Background: an optimization exercise with open tools, aiming at small area, a short achievable clock period and few clock cycles per item. Do not read the settings as production practice. In this exercise RTL edits were held to simulation tests only and were not proved equivalent to the original. Power figures rest on the tool's default switching activity, not on a simulated workload.

## unsigned_nonrestoring
module unsigned_nonrestoring #(
    parameter int WIDTH = 32
) (
    input logic go,
    input logic[WIDTH-1:0] divisor,
    input logic[WIDTH-1:0] dividend,
    input logic clk, rst,
    output logic done,
    output logic[WIDTH-1:0] quotient,
    output logic[WIDTH-1:0] remainder,
    output logic divide_by_zero
);
Size in the first run: about 120 flip-flops, roughly 130 I/O pins, roughly 0.0088 mm2 of cells after synthesis.
export LEC_CHECK = 0
export ABC_AREA = 1
export CAP_MARGIN = 20
export CORE_MARGIN = 2
export CORE_UTILIZATION = 40
export CTS_BUF_LIST = sky130_fd_sc_hd__clkbuf_8
export SETUP_SLACK_MARGIN = 3.75
export SLEW_MARGIN = 20
create_clock -name core_clock -period 6.0 [get_ports {clk}]
standard.sh (not shown) runs the stock make flow with config.mk's settings and CLKGATE_MAP_FILE= SYNTH_SCRIPT=/design/flow/synth_recipe.tcl, a recipe that flattens the netlist after the stock synthesis.
==> flow/flow/run.sh <==
#!/bin/bash
# The standard layout, with the port buffers made from the smallest plain buffer
# (buf_1) instead of the cell buffer_ports picks by itself.
set -euo pipefail
bash standard.sh 'BUFFER_PORTS_ARGS=-buffer_cell sky130_fd_sc_hd__buf_1' finish > make.log 2>&1
Testbench counts at the start, summed over its fixed seeds: cycles 32,890, divisions 3,200.
Then changed:
CORE_UTILIZATION = 50   (was 40)
SETUP_SLACK_MARGIN = 3.5   (was 3.75)
The changed run completed with no timing, DRC or antenna violations.
Utilization rose by 6.8 points.
Global-route usage grows by 4.5 points.
First-iteration DRC count went down by 8.4%.
Worst setup slack loses 170 ps.
Power went down by 11%.
Area after synthesis stays the same.
Final area falls by 10%.
Clock-buffer cell count is unchanged.
Clock power went down by 7.8%.
Then changed:
CORE_UTILIZATION = 40   (was 50)
TNS_END_PERCENT = 20   (was not set)
Effect: Via count falls by 0.63%. Final area rises by about 0.65%. Worst hold slack hardly moves. Power hardly moves. Wire length is about the same. Setup slack improved by 63 ps. Die area rises by about 24%. Sequential power stays flat. Synthesized cell count is unchanged. Count of clock-buffer cells in the layout stays the same.

========
Setup of run 1:
Another version of the RTL of unsigned_nonrestoring (not shown whole).
Size: about 950 cells after synthesis, about 120 flip-flops, ~130 I/O pins, roughly 7800 um2 of cells after synthesis.
==> flow/design.v (excerpt) <==
module unsigned_nonrestoring #(
    parameter int WIDTH = 32
) (
    input logic go,
    input logic[WIDTH-1:0] divisor,
    input logic[WIDTH-1:0] dividend,
    input logic clk, rst,
    output logic done,
    output logic[WIDTH-1:0] quotient,
    output logic[WIDTH-1:0] remainder,
    output logic divide_by_zero
);
==> flow/config.mk <==
export PLATFORM = sky130hd
export DESIGN_NAME = unsigned_nonrestoring
export DESIGN_NICKNAME = unsigned_nonrestoring
export VERILOG_FILES = /design/flow/design.v
export SDC_FILE = /design/flow/constraint.sdc
export NUM_CORES = 4
export LEC_CHECK = 0
export CAP_MARGIN = 20
export CORE_MARGIN = 2
export CORE_UTILIZATION = 40
export CTS_BUF_LIST = sky130_fd_sc_hd__clkbuf_8
export SETUP_SLACK_MARGIN = 2.75
export SLEW_MARGIN = 20
==> flow/constraint.sdc <==
create_clock -name core_clock -period 6.0 [get_ports {clk}]
set_input_delay 1.2000 -clock core_clock [delete_from_list [all_inputs] [get_ports {clk}]]
set_output_delay 1.2000 -clock core_clock [all_outputs]
set_load 0.01 [all_outputs]
Scripts as last shown in full above: flow/flow/run.sh
Testbench counts of run 1, summed over its fixed seeds: cycles 32,890, divisions 3,200.
### run 1 -> run 2
Settings: a change of SETUP_SLACK_MARGIN from 2.75 to 3.0.
Results
Run 2 closes out successfully: all stages finished, all timing, DRC and antenna checks passed.
Relative to run 1, register-to-register setup slack increased by 0.18 ns in run 2.
Run 2 against run 1: final hold slack did not really move; global routing usage on met3 went down; aggregate routed wire length went up; non-filler instance count after layout did not really move.
The inputs of run 3 differ from those of run 2 as listed below.
Settings: swapping 3.0 for 3.5 in SETUP_SLACK_MARGIN; clearing CTS_BUF_LIST, which used to be sky130_fd_sc_hd__clkbuf_8.
Findings:
- Run 2 -> run 3: sequential cell count delta 0, exact match
- Run 3 completed every stage of the flow, and the final layout passed the timing, design-rule and antenna checks.
- Run 3 vs run 2, number of search-and-repair iterations in the first detailed-routing pass went up by 1.
- Changes observed in run 3 relative to run 2: combinational-cell power consumption up 30%; count of clock-buffer cells in the layout up 3; count of instances resized after the clock tree is built up 158; number of nets at the end of the flow up about 5.6%; routed wire length up about 12%.
- Run 3 vs. run 2: cell count went up, fraction of met1 tracks used by global routing saw an increase.
- Cell area went up by more than 10% going from run 2 to run 3.

-- static timing again, ports no longer ideal --
The results above use ideal ports. As a check the final layouts listed here were re-extracted and re-timed, cells and wires unchanged. Step 1 assumes that a clkbuf_16 drives the clock port and a buf_2 every other input. Step 2 adds t to the input delays and takes it off the output delays; t is the mean of the earliest and latest rising clock arrival at the registers after step 1. Input paths then give back, and output paths get back, about the clock's delay inside the block. Slacks: no drivers / after step 1 / after step 2; pairs: no drivers / after step 1.
| run | t (ns) | setup slack, ns | hold WS [ns] | clock arrival spread, ns | cell pins on the clock port's net |
|---|---|---|---|---|---|
| the first run of note 1 | 0.493 | 3.663 / 3.619 / 3.346 | 0.418 / 0.418 / 0.418 | 0.016 / 0.016 | 1 |
| the second run of note 1 | 0.510 | 3.498 / 3.498 / 3.126 | 0.421 / 0.421 / 0.421 | 0.012 / 0.013 | 1 |
| the third run of note 1 | 0.492 | 3.561 / 3.561 / 3.175 | 0.419 / 0.419 / 0.419 | 0.019 / 0.019 | 1 |
| run 1 | 0.471 | 2.878 / 2.878 / 2.738 | 0.462 / 0.462 / 0.462 | 0.011 / 0.011 | 1 |
| run 2 | 0.475 | 3.062 / 3.062 / 2.633 | 0.460 / 0.460 / 0.460 | 0.020 / 0.019 | 1 |
| run 3 | 0.464 | 3.015 / 3.015 / 3.015 | 0.456 / 0.456 / 0.456 | 0.013 / 0.012 | 1 |
After both steps setup and hold are still met in every run listed. The setup slack of run 2, which loses most, moves by 0.000 ns with the drivers and by -0.429 ns with both steps.
